Source: an optimization exercise on an open RTL-to-GDS flow (aim: small area and a short achievable clock period). Production flows keep margins and buffers that such runs may drop.
In this exercise RTL edits were held to simulation tests only and were not proved equivalent to the original.
Power figures rest on the tool's default switching activity, not on a simulated workload.

<file path="flow/design.v">
   module ctrl_regs(	clk_i,
						rstn_i,
						cmd_i,
						cmd_addr_i,
						cmd_data_i,
						cmd_data_o,
			      slv0_pkglen_o,
						slv1_pkglen_o,
						slv2_pkglen_o,
			      slv0_prio_o,
						slv1_prio_o,
						slv2_prio_o,		
						slv0_margin_i,
						slv1_margin_i,
						slv2_margin_i,
					 	slv0_en_o,
						slv1_en_o,
						slv2_en_o);
input clk_i;
input rstn_i;
input [1:0] cmd_i;
input [8-1:0]  cmd_addr_i; 
input [32-1:0]  cmd_data_i;
input [8-1:0] slv0_margin_i;
input [8-1:0] slv1_margin_i;
input [8-1:0] slv2_margin_i;
reg [32-1:0] mem_slv0_rw;
reg [32-1:0] mem_slv1_rw;
reg [32-1:0] mem_slv2_rw;
reg [32-1:0] mem_slv0_r;
reg [32-1:0] mem_slv1_r;
reg [32-1:0] mem_slv2_r;
reg [32-1:0] cmd_data_reg;
output  [32-1:0] cmd_data_o;
output  [3-1:0]  slv0_pkglen_o;
output  [3-1:0]  slv1_pkglen_o;
output  [3-1:0]  slv2_pkglen_o;
output  [2-1:0]  slv0_prio_o;
output  [2-1:0]  slv1_prio_o;
output  [2-1:0]  slv2_prio_o;
output   slv0_en_o;
output   slv1_en_o;
output   slv2_en_o;
always @ (posedge clk_i or negedge rstn_i)  
begin 
  if (!rstn_i)
    begin
      mem_slv0_r <= 32'h00000020;    
      mem_slv1_r <= 32'h00000020;
      mem_slv2_r <= 32'h00000020;
    end
    else 
    begin
      mem_slv0_r <= {24'b0,slv0_margin_i};
      mem_slv1_r <= {24'b0,slv1_margin_i};
      mem_slv2_r <= {24'b0,slv2_margin_i};
    end
end
always @ (posedge clk_i or negedge rstn_i)  
begin
	if (!rstn_i)
  begin 
    mem_slv0_rw <= 32'h00000007;
    mem_slv1_rw <= 32'h00000007;
    mem_slv2_rw <= 32'h00000007;
  end
 else if (cmd_i== 2'b10) begin
				case(cmd_addr_i)
				8'h00: mem_slv0_rw<= {26'b0,cmd_data_i[5:0]};				
				8'h04: mem_slv1_rw<= {26'b0,cmd_data_i[5:0]};			
				8'h08: mem_slv2_rw<= {26'b0,cmd_data_i[5:0]};   
				endcase 
			end	
end 
always@ (posedge clk_i or negedge rstn_i)  
  if(!rstn_i)
  	  cmd_data_reg <= 32'b0;
		else if(cmd_i == 2'b01)
      begin       
				case(cmd_addr_i)
				8'h00:		cmd_data_reg  <= mem_slv0_rw;
				8'h04:		cmd_data_reg  <= mem_slv1_rw;
				8'h08:	  cmd_data_reg  <= mem_slv2_rw;					
				8'h10: 		cmd_data_reg  <= mem_slv0_r;
				8'h14: 		cmd_data_reg  <= mem_slv1_r;
				8'h18: 		cmd_data_reg  <= mem_slv2_r;
				endcase
     end
assign  cmd_data_o  = cmd_data_reg;
assign  slv0_pkglen_o  = mem_slv0_rw[5:3];
assign  slv1_pkglen_o  = mem_slv1_rw[5:3];
assign  slv2_pkglen_o  = mem_slv2_rw[5:3];
assign  slv0_prio_o  = mem_slv0_rw[2:1];
assign  slv1_prio_o  = mem_slv1_rw[2:1];
assign  slv2_prio_o  = mem_slv2_rw[2:1];
assign  slv0_en_o = mem_slv0_rw[0];
assign  slv1_en_o = mem_slv1_rw[0];
assign  slv2_en_o = mem_slv2_rw[0];
endmodule
module slave_fifo (
input                       clk_i,                   
input                       rstn_i,                  
input [31:0]                chx_data_i,              
input                       a2sx_ack_i,              
input                       slvx_en_i,               
input                       chx_valid_i,             
output reg [31:0]           slvx_data_o,             
output [5:0]                margin_o,                
output reg                  chx_ready_o,             
output reg                  slvx_val_o,              
output reg                  slvx_req_o 
);     
reg [5:0] wr_pointer_r;
reg [5:0] rd_pointer_r;
reg [31:0] mem [0:31];  
wire full_s, empty_s, rd_en_s ;
wire [5:0] data_cnt_s;
assign full_s = ({~wr_pointer_r[5],wr_pointer_r[4:0]}==rd_pointer_r);
assign empty_s = (wr_pointer_r == rd_pointer_r);
assign data_cnt_s = (6'd32 - (wr_pointer_r - rd_pointer_r));
assign margin_o = data_cnt_s;
assign rd_en_s = a2sx_ack_i;
always @ (*)  
begin
if (!full_s && slvx_en_i) chx_ready_o = 1'b1; 
else chx_ready_o = 1'b0;
end
always @ (*)  
begin 
  if (!rstn_i) slvx_req_o = 1'b0;
  else if (!empty_s) slvx_req_o = 1'b1;
  else slvx_req_o = 1'b0;
end 
always @ (posedge clk_i or negedge rstn_i)
begin : WRITE_POINTER
  if (!rstn_i) begin
    wr_pointer_r <= 6'b0000;
  end else 
  if (chx_valid_i && chx_ready_o) begin
    wr_pointer_r <= wr_pointer_r + 6'b0001;
  end
end
always @ (posedge clk_i or negedge rstn_i)
begin : READ_POINTER
  if (!rstn_i) begin
    rd_pointer_r <= 6'b0000;
  end else 
  if (rd_en_s && (!empty_s)) begin
    rd_pointer_r <= rd_pointer_r + 6'b0001;
  end
end
always @ (posedge clk_i or negedge rstn_i)
begin
  if (!rstn_i) slvx_val_o <= 1'b0;
  else if (rd_en_s && (!empty_s))
    slvx_val_o <= 1'b1;
    else slvx_val_o <= 1'b0;
end 
always  @ (posedge clk_i )
begin : READ_DATA 
  if (rstn_i && rd_en_s && (!empty_s)) begin
    slvx_data_o <= mem[rd_pointer_r[4:0]];
  end
end
always @ (posedge clk_i)
begin : MEM_WRITE
	if (rstn_i && chx_valid_i && chx_ready_o && slvx_en_i) begin
	  mem[wr_pointer_r[4:0]] <= chx_data_i;
	 end
end
endmodule 
module arbiter(
input                    clk_i,
input                    rstn_i,
input  [1:0]             slv0_prio_i,
input  [1:0]             slv1_prio_i,
input  [1:0]             slv2_prio_i,
input [2:0] 				 slv0_pkglen_i,
input [2:0]					 slv1_pkglen_i,
input [2:0]					 slv2_pkglen_i,
input  [31:0]            slv0_data_i,
input  [31:0]            slv1_data_i,
input  [31:0]            slv2_data_i,
input                    slv0_req_i,
input                    slv1_req_i,
input                    slv2_req_i,
input                    slv0_val_i,
input                    slv1_val_i,
input                    slv2_val_i,
output                   a2s0_ack_o,
output                   a2s1_ack_o,
output                   a2s2_ack_o,
input                    f2a_id_req_i,
input                    f2a_ack_i,
output                   a2f_val_o,
output [1:0]             a2f_id_o,
output [31:0]            a2f_data_o,
output [2:0] 				 a2f_pkglen_sel_o
);
reg                   a2f_val_r;
reg [1:0]             a2f_id_r;
reg [31:0]            a2f_data_r;
reg [1:0]             id_sel_r;
reg [2:0] 				 a2f_pkglen_sel_r;
always @ (posedge clk_i or negedge rstn_i)
begin : CHANEL_SELECT
  if (!rstn_i) begin
    id_sel_r  <= 2'b11;
    a2f_pkglen_sel_r <= 3'b111;    
  end
  else if (f2a_id_req_i)
         case ({slv2_req_i,slv1_req_i,slv0_req_i})  
				3'b001: 	begin 
							id_sel_r <= 2'b00;
							a2f_pkglen_sel_r <= slv0_pkglen_i;
							end 
				3'b010: 	begin
							id_sel_r <= 2'b01;
							a2f_pkglen_sel_r <= slv1_pkglen_i;
							end 
				3'b011: 	begin
							if(slv1_prio_i >= slv0_prio_i) 
								begin
									id_sel_r <= 2'b00;
									a2f_pkglen_sel_r <= slv0_pkglen_i;
								end 
							else 
								begin
									id_sel_r <= 2'b01;
									a2f_pkglen_sel_r <= slv1_pkglen_i;
								end 
							end 
				3'b100: 	begin
								id_sel_r <= 2'b10;
								a2f_pkglen_sel_r <= slv2_pkglen_i;
							end 
				3'b101: 	begin
							if(slv2_prio_i >= slv0_prio_i) 
								begin
									id_sel_r <= 2'b00;
									a2f_pkglen_sel_r <= slv0_pkglen_i;
								end 
							else 
								begin
									id_sel_r <= 2'b10;
									a2f_pkglen_sel_r <= slv2_pkglen_i;
								end 
							end
		     3'b110: 	begin
							if(slv2_prio_i >= slv1_prio_i) 
								begin
									id_sel_r <= 2'b01;
									a2f_pkglen_sel_r <= slv1_pkglen_i;
								end 
							else 
								begin
									id_sel_r <= 2'b10;
									a2f_pkglen_sel_r <= slv2_pkglen_i;
								end 
							end
		     3'b111: 	begin
							      if(slv2_prio_i >= slv0_prio_i && slv1_prio_i >= slv0_prio_i)  
										begin 
											id_sel_r <= 2'b00;
											a2f_pkglen_sel_r <= slv0_pkglen_i;
										end  																														 
							      if(slv2_prio_i >= slv0_prio_i && slv1_prio_i < slv0_prio_i)   
										begin
											id_sel_r <= 2'b01;              																				 
											a2f_pkglen_sel_r <= slv1_pkglen_i;
										end 
							      if(slv2_prio_i < slv0_prio_i && slv2_prio_i >= slv1_prio_i)   
										begin
											id_sel_r <= 2'b01; 																								 
											a2f_pkglen_sel_r <= slv1_pkglen_i;
										end 	
							      if(slv2_prio_i < slv0_prio_i && slv2_prio_i < slv1_prio_i)    
										begin 
											id_sel_r <= 2'b10; 																								 
											a2f_pkglen_sel_r <= slv2_pkglen_i;
										end 
							    end
		     default: 	begin 
								id_sel_r <= 2'b11;
								a2f_pkglen_sel_r <= 3'b111;
							end 
		     endcase 
       else 
			begin
				id_sel_r <= id_sel_r;
				a2f_pkglen_sel_r <= a2f_pkglen_sel_r;
			end 
end 
always@( id_sel_r or slv0_data_i or slv1_data_i or slv2_data_i or
        slv0_val_i or slv1_val_i or slv2_val_i) begin
  case ( id_sel_r)
    2'b00: begin
      a2f_id_r = 2'b00;
      a2f_data_r = slv0_data_i;
      a2f_val_r = slv0_val_i;
    end
    2'b01: begin
      a2f_id_r = 2'b01;
      a2f_data_r = slv1_data_i;
      a2f_val_r = slv1_val_i;
    end
    2'b10: begin
      a2f_id_r = 2'b10;
      a2f_data_r = slv2_data_i;
      a2f_val_r = slv2_val_i;
    end
    default :begin
      a2f_id_r = 2'b11;               
      a2f_data_r = 32'hffff_ffff; 
      a2f_val_r = 1'b0;
    end
  endcase
end
assign a2s0_ack_o = ( id_sel_r == 2'b00)?f2a_ack_i:1'b0;
assign a2s1_ack_o = ( id_sel_r == 2'b01)?f2a_ack_i:1'b0;
assign a2s2_ack_o = ( id_sel_r == 2'b10)?f2a_ack_i:1'b0;
assign  a2f_val_o = a2f_val_r;
assign  a2f_id_o = a2f_id_r;
assign  a2f_data_o = a2f_data_r;
assign  a2f_pkglen_sel_o = a2f_pkglen_sel_r;
endmodule
module formater(
                 input                      clk_i,
                 input                      rstn_i,
				         output                     f2a_ack_o,
                 output                     fmt_id_req_o,
                 input                      a2f_val_i,
                 input    [1:0]             a2f_id_i,
                 input    [31:0]            a2f_data_i,
					       input 	  [2:0] 				  pkglen_sel_i,
				        input                      fmt_grant_i,
                output   [1:0]             fmt_chid_o,                  
                output   [5:0]             fmt_length_o,                  
                output                     fmt_req_o,
                output   [31:0]            fmt_data_o,
                output                     fmt_start_o,
                output                     fmt_end_o
               );
reg [5:0]     length_r;
reg [31:0]    fmt_fifo [0:31];
reg [5:0]     cnt_rec_r;
reg [5:0]     cnt_sen_r;
reg [31:0]    slv0_buffer_r;
reg [31:0]    slv1_buffer_r;
reg [31:0]    slv2_buffer_r;
reg [31:0]    fmt_data_r;
reg [2:0]     c_state, n_state;
reg buffer0_val_r;
reg buffer1_val_r;
reg buffer2_val_r;
reg fmt_end_r;
reg fmt_start_r;
reg fmt_req_r;
reg fmt_ack_r;
reg fmt_send_r;
reg fmt_id_req_r;
always @ (*)   						
begin
  if (!rstn_i) length_r = 6'd32;
  else 
  case (pkglen_sel_i) 
    3'd0 : length_r = 6'd4;
    3'd1 : length_r = 6'd8;
    3'd2 : length_r = 6'd16;
    3'd3 : length_r = 6'd32;
    default : length_r = 6'd32;
  endcase
end 
always @ (posedge clk_i or negedge rstn_i)
begin
  if (!rstn_i) cnt_rec_r <= 1'b0;
  else if (fmt_id_req_r) cnt_rec_r <= 1'b0;
  else 
  case (a2f_id_i)
    2'b00 : if ((a2f_val_i | buffer0_val_r) && fmt_ack_r) cnt_rec_r <= cnt_rec_r + 1'b1;
    2'b01 : if ((a2f_val_i | buffer1_val_r) && fmt_ack_r) cnt_rec_r <= cnt_rec_r + 1'b1;
    2'b10 : if ((a2f_val_i | buffer2_val_r) && fmt_ack_r) cnt_rec_r <= cnt_rec_r + 1'b1;
    default : cnt_rec_r <= cnt_rec_r;
  endcase 
end 
always @ (posedge clk_i)
begin
  if (rstn_i && fmt_ack_r)
        case (a2f_id_i)
              2'b00 : if (buffer0_val_r) fmt_fifo[cnt_rec_r] <= slv0_buffer_r;
              else if (a2f_val_i) fmt_fifo[cnt_rec_r] <= a2f_data_i;
              2'b01 : if (buffer1_val_r) fmt_fifo[cnt_rec_r] <= slv1_buffer_r;
              else if (a2f_val_i) fmt_fifo[cnt_rec_r] <= a2f_data_i;
              2'b10 : if (buffer2_val_r) fmt_fifo[cnt_rec_r] <= slv2_buffer_r;
              else if (a2f_val_i) fmt_fifo[cnt_rec_r] <= a2f_data_i;
              default : ;
        endcase
end
always @ (posedge clk_i or negedge rstn_i)
begin
  if (!rstn_i) begin
                      slv0_buffer_r <= 32'hffff_ffff; 
					            buffer0_val_r <= 1'b0;
                      slv1_buffer_r <= 32'hffff_ffff;
					            buffer1_val_r <= 1'b0;
                      slv2_buffer_r <= 32'hffff_ffff;
					            buffer2_val_r <= 1'b0;
                end 
  else if (fmt_ack_r) 
        case (a2f_id_i)
              2'b00 : if (buffer0_val_r) buffer0_val_r <= 1'b0;
              2'b01 : if (buffer1_val_r) buffer1_val_r <= 1'b0;
              2'b10 : if (buffer2_val_r) buffer2_val_r <= 1'b0;
              default : ;
        endcase
    else 
      case (a2f_id_i)
            2'b00 : if (a2f_val_i) begin slv0_buffer_r <= a2f_data_i; buffer0_val_r <= 1'b1; end
            2'b01 : if (a2f_val_i) begin slv1_buffer_r <= a2f_data_i; buffer1_val_r <= 1'b1; end
            2'b10 : if (a2f_val_i) begin slv2_buffer_r <= a2f_data_i; buffer2_val_r <= 1'b1; end 
            default : ;
      endcase 
end 
always @ (posedge clk_i or negedge rstn_i)
begin 
  if (!rstn_i) cnt_sen_r <= 1'b0;
  else if (fmt_id_req_r) cnt_sen_r <= 1'b0;
  else if (fmt_send_r) cnt_sen_r <= cnt_sen_r + 1'b1;
end 
always @ (*)
begin
	if (!rstn_i) fmt_data_r <= 32'hffff_ffff;
	else if (fmt_send_r) fmt_data_r <= fmt_fifo[cnt_sen_r];
	else fmt_data_r <= 32'hffff_ffff;
end 
parameter FMT_REQ = 3'b000;
parameter FMT_WAIT_GRANT = 3'b001;
parameter FMT_START = 3'b011;
parameter FMT_SEND = 3'b010;
parameter FMT_END = 3'b110;
parameter FMT_IDLE = 3'b111;
always @ (posedge clk_i or negedge rstn_i)
if (!rstn_i) c_state <= FMT_IDLE;
else c_state <= n_state;
always @ (*)                       
begin
	if (!rstn_i) 
	n_state = FMT_IDLE;
	else case (c_state)
	FMT_IDLE : 	begin
						if (cnt_rec_r == length_r - 2'd1)  
							n_state = FMT_REQ;       
						else 
							n_state = FMT_IDLE;
					end 
	FMT_REQ : if(cnt_rec_r >= length_r)	n_state = FMT_WAIT_GRANT;
            else n_state = FMT_REQ;
	FMT_WAIT_GRANT : 	begin
								if(fmt_grant_i) n_state = FMT_START;
								else n_state = FMT_WAIT_GRANT;
							end 
	FMT_START :  n_state = FMT_SEND ;
	FMT_SEND  : 	begin
							if (cnt_sen_r == length_r - 2'd2) n_state = FMT_END;
							else n_state = FMT_SEND;
						end 
	FMT_END : n_state = FMT_IDLE;	
	default : n_state = FMT_IDLE;
	endcase 
end 
always @ (*)
begin
  if (!rstn_i)begin
                fmt_end_r = 1'b0;
                fmt_start_r = 1'b0;
                fmt_req_r = 1'b0;
                fmt_ack_r = 1'b0;
                fmt_send_r = 1'b0;
                fmt_id_req_r = 1'b1;
              end
  else case (c_state)
    FMT_IDLE : begin
      if (a2f_id_i != 2'b11) fmt_ack_r = 1'b1;
      else fmt_ack_r = 1'b0;
      if (a2f_id_i == 2'b11) fmt_id_req_r = 1'b1;
      else fmt_id_req_r = 1'b0;
      fmt_end_r = 1'b0;
      fmt_start_r = 1'b0;
      fmt_req_r = 1'b0;
      fmt_send_r = 1'b0;
    end 
    FMT_REQ : begin
      if (cnt_rec_r >= length_r)  fmt_ack_r = 1'b0;
      else fmt_ack_r = 1'b1;
      fmt_req_r = 1'b1;
      fmt_end_r = 1'b0;
      fmt_start_r = 1'b0;
      fmt_send_r = 1'b0;
      fmt_id_req_r = 1'b0;
    end
    FMT_WAIT_GRANT : begin
      fmt_req_r = 1'b1;
      fmt_ack_r = 1'b0;
      fmt_start_r = 1'b0;
      fmt_end_r = 1'b0;
      fmt_send_r = 1'b0;
      fmt_id_req_r = 1'b0;
    end
    FMT_START : begin
      fmt_req_r = 1'b0;
      fmt_ack_r = 1'b0;
      fmt_start_r = 1'b1;
      fmt_end_r = 1'b0;
      fmt_send_r = 1'b1;
      fmt_id_req_r = 1'b0;
    end
    FMT_SEND : begin
      fmt_req_r = 1'b0;
      fmt_ack_r = 1'b0;
      fmt_start_r = 1'b0;
      fmt_end_r = 1'b0;
      fmt_send_r = 1'b1;
      fmt_id_req_r = 1'b0;
    end
    FMT_END : begin 
      fmt_req_r = 1'b0;
      fmt_ack_r = 1'b0;
      fmt_start_r = 1'b0;
      fmt_end_r = 1'b1;
      fmt_send_r = 1'b1;
      fmt_id_req_r = 1'b1;
    end
    default : begin   
      fmt_req_r = 1'b0;
      fmt_ack_r = 1'b0;
      fmt_start_r = 1'b0;
      fmt_end_r = 1'b0;
      fmt_send_r = 1'b0;
      fmt_id_req_r = 1'b0;
    end
  endcase 
end  
assign fmt_id_req_o = fmt_id_req_r;
assign fmt_chid_o = a2f_id_i;
assign fmt_length_o = length_r;
assign fmt_req_o = fmt_req_r;
assign fmt_start_o = fmt_start_r;
assign fmt_end_o = fmt_end_r; 
assign f2a_ack_o = fmt_ack_r;
assign fmt_data_o = fmt_data_r;
endmodule 
module mcdf(
  input clk_i,
  input rstn_i,
  input [1:0]  cmd_i,
  input [8-1:0] cmd_addr_i,
  input [32-1:0] cmd_data_i,
  output[32-1:0] cmd_data_o,
  input [31:0] ch0_data_i,
  input  ch0_vld_i,
  input [31:0] ch1_data_i,
  input  ch1_vld_i,
  input [31:0] ch2_data_i,
  input  ch2_vld_i,
  output  ch0_ready_o,
  output  ch1_ready_o,
  output  ch2_ready_o,
  input  fmt_grant_i,
  output [1:0] fmt_chid_o,
  output fmt_req_o,
  output [5:0]  fmt_length_o,
  output [31:0] fmt_data_o,
  output fmt_start_o,
  output fmt_end_o );
wire  slv0_en_s;
wire  slv1_en_s;
wire  slv2_en_s;
wire [5:0] slv0_margin_s;
wire [5:0] slv1_margin_s;
wire [5:0] slv2_margin_s;
wire [2-1:0] slv0_prio_s;
wire [2-1:0] slv1_prio_s;
wire [2-1:0] slv2_prio_s;
wire  [3-1:0]  slv0_pkglen_s;
wire  [3-1:0]  slv1_pkglen_s;
wire  [3-1:0]  slv2_pkglen_s;
wire [31:0]  slv0_data_s;
wire [31:0]  slv1_data_s;
wire [31:0]  slv2_data_s;
wire slv0_req_s;
wire slv1_req_s;
wire slv2_req_s;
wire slv0_val_s;
wire slv1_val_s;
wire slv2_val_s;
wire a2s0_ack_s;
wire a2s1_ack_s;
wire a2s2_ack_s;
wire   			f2a_ack_s;
wire    			a2f_val_s;
wire    			f2a_id_req_s;
wire[31:0] 		a2f_data_s;
wire[1:0]   	a2f_id_s;
wire[2:0] 		pkglen_sel_s;
ctrl_regs ctrl_regs_inst(
	.clk_i(clk_i),   
	.rstn_i(rstn_i),
	.cmd_i(cmd_i),
	.cmd_addr_i(cmd_addr_i),
	.cmd_data_i(cmd_data_i),
	.cmd_data_o(cmd_data_o),
	.slv0_pkglen_o(slv0_pkglen_s),
	.slv1_pkglen_o(slv1_pkglen_s),
	.slv2_pkglen_o(slv2_pkglen_s),
	.slv0_prio_o(slv0_prio_s),
	.slv1_prio_o(slv1_prio_s),
	.slv2_prio_o(slv2_prio_s),		
	.slv0_margin_i({2'b0, slv0_margin_s}),
	.slv1_margin_i({2'b0, slv1_margin_s}),
	.slv2_margin_i({2'b0, slv2_margin_s}),
	.slv0_en_o(slv0_en_s),
	.slv1_en_o(slv1_en_s),
	.slv2_en_o(slv2_en_s));
 slave_fifo slv0_inst(
         .clk_i(clk_i),
         .rstn_i(rstn_i),
         .chx_data_i(ch0_data_i),
         .chx_valid_i(ch0_vld_i),
         .chx_ready_o(ch0_ready_o),
         .slvx_en_i(slv0_en_s),
         .margin_o(slv0_margin_s),
         .a2sx_ack_i(a2s0_ack_s),
         .slvx_req_o(slv0_req_s),
         .slvx_val_o(slv0_val_s),
         .slvx_data_o(slv0_data_s)
          );
 slave_fifo slv1_inst(
         .clk_i(clk_i),
         .rstn_i(rstn_i),
         .chx_data_i(ch1_data_i),
         .chx_valid_i(ch1_vld_i),
         .chx_ready_o(ch1_ready_o),
         .slvx_en_i(slv1_en_s),
         .margin_o(slv1_margin_s),
         .slvx_req_o(slv1_req_s),
         .a2sx_ack_i(a2s1_ack_s),
         .slvx_val_o(slv1_val_s),
         .slvx_data_o(slv1_data_s)
          );
 slave_fifo slv2_inst(
         .clk_i(clk_i),
         .rstn_i(rstn_i),
         .chx_data_i(ch2_data_i),
         .chx_valid_i(ch2_vld_i),
         .chx_ready_o(ch2_ready_o),
         .slvx_en_i(slv2_en_s),
         .margin_o(slv2_margin_s),
         .slvx_req_o(slv2_req_s),
         .a2sx_ack_i(a2s2_ack_s),
         .slvx_val_o(slv2_val_s),
         .slvx_data_o(slv2_data_s)
          );
arbiter arbiter_inst(
  .clk_i(clk_i),
  .rstn_i(rstn_i),
  .slv0_prio_i(slv0_prio_s),
  .slv1_prio_i(slv1_prio_s),
  .slv2_prio_i(slv2_prio_s),
  .slv0_data_i(slv0_data_s),
  .slv1_data_i(slv1_data_s),
  .slv2_data_i(slv2_data_s),
  .slv0_req_i(slv0_req_s),
  .slv1_req_i(slv1_req_s),
  .slv2_req_i(slv2_req_s),
  .slv0_val_i(slv0_val_s),
  .slv1_val_i(slv1_val_s),
  .slv2_val_i(slv2_val_s),
  .slv0_pkglen_i(slv0_pkglen_s),
  .slv1_pkglen_i(slv1_pkglen_s),
  .slv2_pkglen_i(slv2_pkglen_s),  
  .a2s0_ack_o(a2s0_ack_s),
  .a2s1_ack_o(a2s1_ack_s),
  .a2s2_ack_o(a2s2_ack_s),
  .a2f_pkglen_sel_o(pkglen_sel_s),
  .f2a_ack_i(f2a_ack_s),
  .f2a_id_req_i(f2a_id_req_s),
  .a2f_val_o(a2f_val_s),
  .a2f_id_o(a2f_id_s),
  .a2f_data_o(a2f_data_s)
);
formater formater_inst(
                 .clk_i(clk_i),
                 .rstn_i(rstn_i),
                 .a2f_val_i(a2f_val_s),
					       .pkglen_sel_i(pkglen_sel_s),
                 .a2f_id_i(a2f_id_s),
                 .a2f_data_i(a2f_data_s),                          
                 .f2a_ack_o(f2a_ack_s),
                 .fmt_id_req_o(f2a_id_req_s),
                 .fmt_chid_o(fmt_chid_o),                  
                 .fmt_length_o(fmt_length_o),                  
                 .fmt_req_o(fmt_req_o),
                 .fmt_grant_i(fmt_grant_i),
                 .fmt_data_o(fmt_data_o),
                 .fmt_start_o(fmt_start_o),
                 .fmt_end_o(fmt_end_o)
                  );
endmodule
</file>
<file path="flow/run.sh">
#!/bin/bash
# synth_recipe.tcl (not shown) runs the flow's synth.tcl, then flattens the netlist and writes it again
# the make line also repeats each setting of config.mk as NAME=value (left out here)
make -C /OpenROAD-flow-scripts/flow DESIGN_CONFIG=/design/flow/config.mk WORK_HOME=/design/flow/orfs CLKGATE_MAP_FILE= SYNTH_SCRIPT=/design/flow/synth_recipe.tcl finish
</file>
<file path="flow/config.mk">
export PLATFORM = sky130hd
export DESIGN_NAME = mcdf
export DESIGN_NICKNAME = mcdf
export VERILOG_FILES = /design/flow/design.v
export SDC_FILE = /design/flow/constraint.sdc
export NUM_CORES = 8
export LEC_CHECK = 0
export CAP_MARGIN = 20
export CORE_MARGIN = 2
export CORE_UTILIZATION = 40
export SLEW_MARGIN = 20
</file>
<file path="flow/constraint.sdc">
create_clock -name core_clock -period 8.0 [get_ports {clk_i}]
set_input_delay 1.6000 -clock core_clock [delete_from_list [all_inputs] [get_ports {clk_i}]]
set_output_delay 1.6000 -clock core_clock [all_outputs]
set_load 0.01 [all_outputs]
</file>
==> notes.md <==
Global routing finished with a remaining overflow of 0. The post-detailed-placement half-perimeter wirelength is 234 mm. The initial core utilization is 40.1%. The die covers 430,000 µm². The setup slack at placement came out at 1.23 ns. The clock slew seen by the registers of the worst setup and hold paths is 0.06 ns.

The number of sinks on the clock net is 4,392. The finished cells cover 194,000 µm². The average cell area after synthesis came out at 23.3 µm². The flip-flop cell with the highest count after synthesis is sky130_fd_sc_hd__edfxtp_1.

The setup slack after layout is 1.43 ns. The post-CTS setup buffer count is 0. The transition at the pin with the smallest max-transition slack is 1.11 ns. The length of routed met2 wiring is 207 mm. In this design, the stage delay of the slowest critical-path cell is 1.00 ns. The gate count of the mapped netlist is 7,303. Summing all placed instances gives a cell area of 180,000 µm². The site row count is 239. The global-route usage over all layers is 19.1%.

The vertical extent of the die came out at 656 µm. The first detailed-routing pass took 25 iterations. The largest individual stage delay along the critical path comes from the cell sky130_fd_sc_hd__dfrtp_4. Summed over all nets, wire length on met3 after detailed routing comes to 26.0 mm. Subtracting the final worst setup slack from the clock period gives 6.57 ns. The via count of the first global-routing pass is 80,300.

The end-of-flow core utilization is 45.7%. Detailed routing inserted a total of 78,200 vias. Setup repair after global routing left no endpoint under its margin. The highest net fanout along the worst path came out at 70.

The number of antenna violations at the first check in global routing is 62. The run finished with no timing, DRC or antenna violations. The overall power consumption is 57,700 µW. No sink is reached through more buffers than the 4 on the longest clock path.

The data arrival time of the worst path came out at 4.97 ns. The placeable core region is 423,000 µm². The number of buffers inserted by port buffering came out at 167. The total leakage power is 0.0591 µW. The CTS H-tree depth is 5.

After synthesis, the share of flip-flops with an asynchronous set or reset is 4.55%. The final hold violation count is 0. STA classifies the critical path startpoint as a flop. The total power per unit cell area came out at 298 nW/µm². The signal on the critical path passes through buf_12, mux4_2, mux4_2, mux2i_1, nand2_1, clkdlybuf4s50_1. The clock tree skew after final layout came out at 0.0484 ns. After synthesis the cells add up to 170,000 µm².

The worst pin sits at a relative slew slack of 25.7%. The total count of max-transition violations in the final report is 0. The total of hold buffers inserted after clock tree synthesis came out at 0. Yosys mapped the design onto 79 distinct sky130hd cell types. The buffers plus inverters on the worst setup path is 2.

The sequential cell area fraction in the yosys report came out at 77.1%. In the routed layout, each cell is associated on average with a via count of 5.67. The filler cell count in the final layout is 34,800. The critical path class is reg -> out. The share of layout cells above drive strength 1 came out at 31.7%. The average routed wire per standard cell came out at 30.3 µm. The setup total negative slack is 0 ns. The number of nets with antenna violations after routing is 0. Setup violations remaining at the end of the flow were counted as 0. The most numerous cell type found on the critical path is sky130_fd_sc_hd__mux4_2. At the end of the flow, the number of nets in the layout was 7,947. After synthesis the netlist holds a flip-flop and latch count of 4,392. TritonCTS built the clock tree.

The number of enable flip-flop cells after synthesis came out at 4,192. For this run, the number of Yosys warnings is 4. Buffers inserted during clock tree synthesis total 439.

For the worst-skew pair, the clock arrives at the later sink with an insertion delay of 0.99 ns. The last weighted congestion value of the routability-driven placer is 0.846. The first global-routing pass estimated 596 mm of wire. After detailed routing, no signal wire sits above met5. The number of design rule violations left after detail routing came out at 0. The path class of the tightest hold or removal check is reg -> reg. The total wire length came out at 418 mm. The horizontal extent of the die is 656 µm. The cell sitting at the root of the clock tree is a sky130_fd_sc_hd__clkbuf_16. The DRC violation total after the first TritonRoute iteration came out at 8,784. The signed area change from the synthesized netlist to the final layout came out at 13.9%. The achievable frequency came out at 152 MHz. The share of the clock period used by the worst path after layout came out at 82.1%. The tool flagged a number of max-cap violations equal to 0. The pin count of the biggest net entering global routing came out at 144. IR analysis of the VDD net gives a maximum drop of 0.320 mV. During I/O placement, the number of pins put on the boundary was 222. The routed metal-1 wirelength came out at 171 mm. The worst setup path is captured at an output port. The kind of cell with the highest combined delay along the critical path is multiplexers. After clock tree synthesis, the repair step resized 0 gates. STA puts the critical path data required time at 6.40 ns.
layout by cell type (no fill, tap or decap), types with 23 or more instances in the layout:
cell type,Yosys,final
sky130_fd_sc_hd__dfrtp_1,84,64
sky130_fd_sc_hd__clkbuf_16,0,443
sky130_fd_sc_hd__bufinv_16,0,30
sky130_fd_sc_hd__dfstp_2,116,116
sky130_fd_sc_hd__buf_2,59,34
sky130_fd_sc_hd__nor2_1,229,100
sky130_fd_sc_hd__clkinv_2,0,88
sky130_fd_sc_hd__mux4_2,1280,1280
sky130_fd_sc_hd__edfxtp_1,4192,4192
sky130_fd_sc_hd__conb_1,1,28
sky130_fd_sc_hd__clkdlybuf4s50_1,0,131
sky130_fd_sc_hd__nand3_1,47,47
sky130_fd_sc_hd__a22o_1,31,30
sky130_fd_sc_hd__clkbuf_1,207,93
sky130_fd_sc_hd__a211oi_1,33,32
sky130_fd_sc_hd__o2bb2ai_1,25,23
sky130_fd_sc_hd__nor2_4,0,128
sky130_fd_sc_hd__a21oi_1,99,96
sky130_fd_sc_hd__clkinv_1,0,110
sky130_fd_sc_hd__nand2_1,151,151
sky130_fd_sc_hd__inv_1,59,59
sky130_fd_sc_hd__o21ai_0,65,65
sky130_fd_sc_hd__mux2i_1,39,39
sky130_fd_sc_hd__mux2_2,109,109
sky130_fd_sc_hd__xnor2_1,46,46
sky130_fd_sc_hd__ha_1,65,61
sky130_fd_sc_hd__buf_4,94,181
worst paths after layout:
kind | cells after the start | slack [ns] | to | from
min in group asynchronous | 1 | 0.54 | ctrl_regs_inst.mem_slv1_r[2]$_DFF_PN0_ | rstn_i
min reg2reg | 2 | 0.48 | formater_inst.slv2_buffer_r[19]$_DFFE_PN1P_ | formater_inst.slv2_buffer_r[19]$_DFFE_PN1P_
max in group asynchronous | 3 | 5.69 | formater_inst.cnt_sen_r[2]$_DFFE_PN0P_ | rstn_i
max reg2reg | 9 | 2.27 | formater_inst.fmt_fifo[23][19]$_DFFE_PP_ | arbiter_inst.id_sel_r[0]$_DFFE_PN1P_
min | 2 | 0.48 | formater_inst.slv2_buffer_r[19]$_DFFE_PN1P_ | formater_inst.slv2_buffer_r[19]$_DFFE_PN1P_
max | 6 | 1.43 | fmt_data_o[9] | formater_inst.cnt_sen_r[0]$_DFFE_PN0P_
synthesized netlist by cell type (4+ instances only):
library cell | count | area share (%)
sky130_fd_sc_hd__edfxtp_1 | 4192 | 74
sky130_fd_sc_hd__mux4_2 | 1280 | 17
sky130_fd_sc_hd__nor2_1 | 229 | 0.51
sky130_fd_sc_hd__clkbuf_1 | 207 | 0.46
sky130_fd_sc_hd__nand2_1 | 151 | 0.33
sky130_fd_sc_hd__dfstp_2 | 116 | 1.8
sky130_fd_sc_hd__mux2_2 | 109 | 0.72
sky130_fd_sc_hd__a21oi_1 | 99 | 0.29
sky130_fd_sc_hd__buf_4 | 94 | 0.42
sky130_fd_sc_hd__dfrtp_1 | 84 | 1.2
sky130_fd_sc_hd__ha_1 | 65 | 0.48
sky130_fd_sc_hd__o21ai_0 | 65 | 0.19
sky130_fd_sc_hd__buf_2 | 59 | 0.17
sky130_fd_sc_hd__inv_1 | 59 | 0.13
sky130_fd_sc_hd__nand3_1 | 47 | 0.14
sky130_fd_sc_hd__xnor2_1 | 46 | 0.24
sky130_fd_sc_hd__mux2i_1 | 39 | 0.23
sky130_fd_sc_hd__buf_1 | 38 | 0.084
sky130_fd_sc_hd__a211oi_1 | 33 | 0.15
sky130_fd_sc_hd__a22o_1 | 31 | 0.16
sky130_fd_sc_hd__o2bb2ai_1 | 25 | 0.13
sky130_fd_sc_hd__a221o_1 | 24 | 0.14
sky130_fd_sc_hd__nand4_1 | 17 | 0.063
sky130_fd_sc_hd__buf_6 | 14 | 0.093
sky130_fd_sc_hd__nor3_1 | 12 | 0.035
sky130_fd_sc_hd__xor2_1 | 11 | 0.057
sky130_fd_sc_hd__a21o_1 | 10 | 0.044
sky130_fd_sc_hd__a221oi_1 | 9 | 0.046
sky130_fd_sc_hd__nand2b_1 | 9 | 0.033
sky130_fd_sc_hd__or3_1 | 9 | 0.033
sky130_fd_sc_hd__a22oi_1 | 7 | 0.031
sky130_fd_sc_hd__a31oi_1 | 7 | 0.026
sky130_fd_sc_hd__and3_1 | 7 | 0.026
sky130_fd_sc_hd__nor2b_1 | 6 | 0.022
sky130_fd_sc_hd__o211ai_1 | 5 | 0.022
sky130_fd_sc_hd__o31ai_1 | 5 | 0.022
sky130_fd_sc_hd__mux2_1 | 4 | 0.026
sky130_fd_sc_hd__nor4_1 | 4 | 0.015
sky130_fd_sc_hd__o221ai_1 | 4 | 0.021
sky130_fd_sc_hd__o22ai_1 | 4 | 0.015
sky130_fd_sc_hd__or2_2 | 4 | 0.015
cells by family (layout without fill, tap and decap cells):
family	Yosys count	count (layout)	share of synthesized area (%)
simple gates	523	523	1.37
mux	1432	1432	17.9
flops	4392	4392	77.1
buf+inv	473	1255	1.36
other cells	1	45	0.00221
xor+xnor	57	57	0.294
compound gates	357	357	1.44
fa+ha+maj	68	68	0.514
report_power, final:
part           internal [µW]  switching [µW]  leakage, µW  total [µW]
Combinational           5450            5590       0.0124       11000
Sequential             26100             726       0.0400       26800
Clock                  11200            8730      0.00676       19900
cell type report:
type                    instances  area [µm²]  area share [%]
flip-flops and latches       4392      131000            67.7
multi-input cells            2465       37900            19.5
clock buffers                 539       11500            5.93
well taps                    5663        7090            3.66
repair buffers                377        3460            1.79
clock inverters               279        2390            1.24
inverters                      60         225           0.116
diodes                         17        42.5          0.0220
worst register-to-register path: stages (launching register included):
cell	delay [ns]
sky130_fd_sc_hd__dfstp_2	0.59
sky130_fd_sc_hd__ha_2	0.18
sky130_fd_sc_hd__buf_4	0.38
sky130_fd_sc_hd__a222oi_1	0.21
sky130_fd_sc_hd__nor2_1	0.81
sky130_fd_sc_hd__o21ai_0	0.37
sky130_fd_sc_hd__a32oi_1	0.68
sky130_fd_sc_hd__nand2_1	0.64
sky130_fd_sc_hd__nor2_4	1.01
sky130_fd_sc_hd__buf_4	0.47
layer usage:
layer | up-vias | global-route usage, %
li1 | 31900 | -
met1 | 42800 | 26.2
met2 | 2791 | 31.5
met3 | 654 | 2.91
met4 | 18 | 6.11
met5 | - | 0
through the flow:
step	instances	hold slack, ns
final	13800	0.479
after global routing	13800	0.496
after CTS	13800	0.465
after detailed placement	13000	0.472
after global placement	12900	0.467
after floorplan	7330	0.461

re-timing with driven ports:
No port has a modelled driver above. Below, the same layout with a new extraction and two added sets of constraints. Step 1, drivers: a clkbuf_16 drives clk_i and a buf_2 each remaining input, both assumed. Step 2 adds t to the input delays and takes it off the output delays; t is the mean of the earliest and latest rising clock arrival at the registers after step 1. Input paths then give back, and output paths get back, about the clock's delay inside the block. Slacks: ideal ports / drivers / drivers and shift; pairs: ideal ports / drivers.
shift t [ns]: 1.078
setup WS [ns]: 1.432 / 1.321 / 0.921
latest minus earliest clock arrival (ns): 0.059 / 0.059
slew at the worst register clock pin (ns): 0.07 / 0.07
worst data-port slew with drivers (ns): 0.28
After both steps this run still meets setup and hold. The setup slack of this run moves by -0.111 ns with the drivers and by -0.511 ns with both steps.
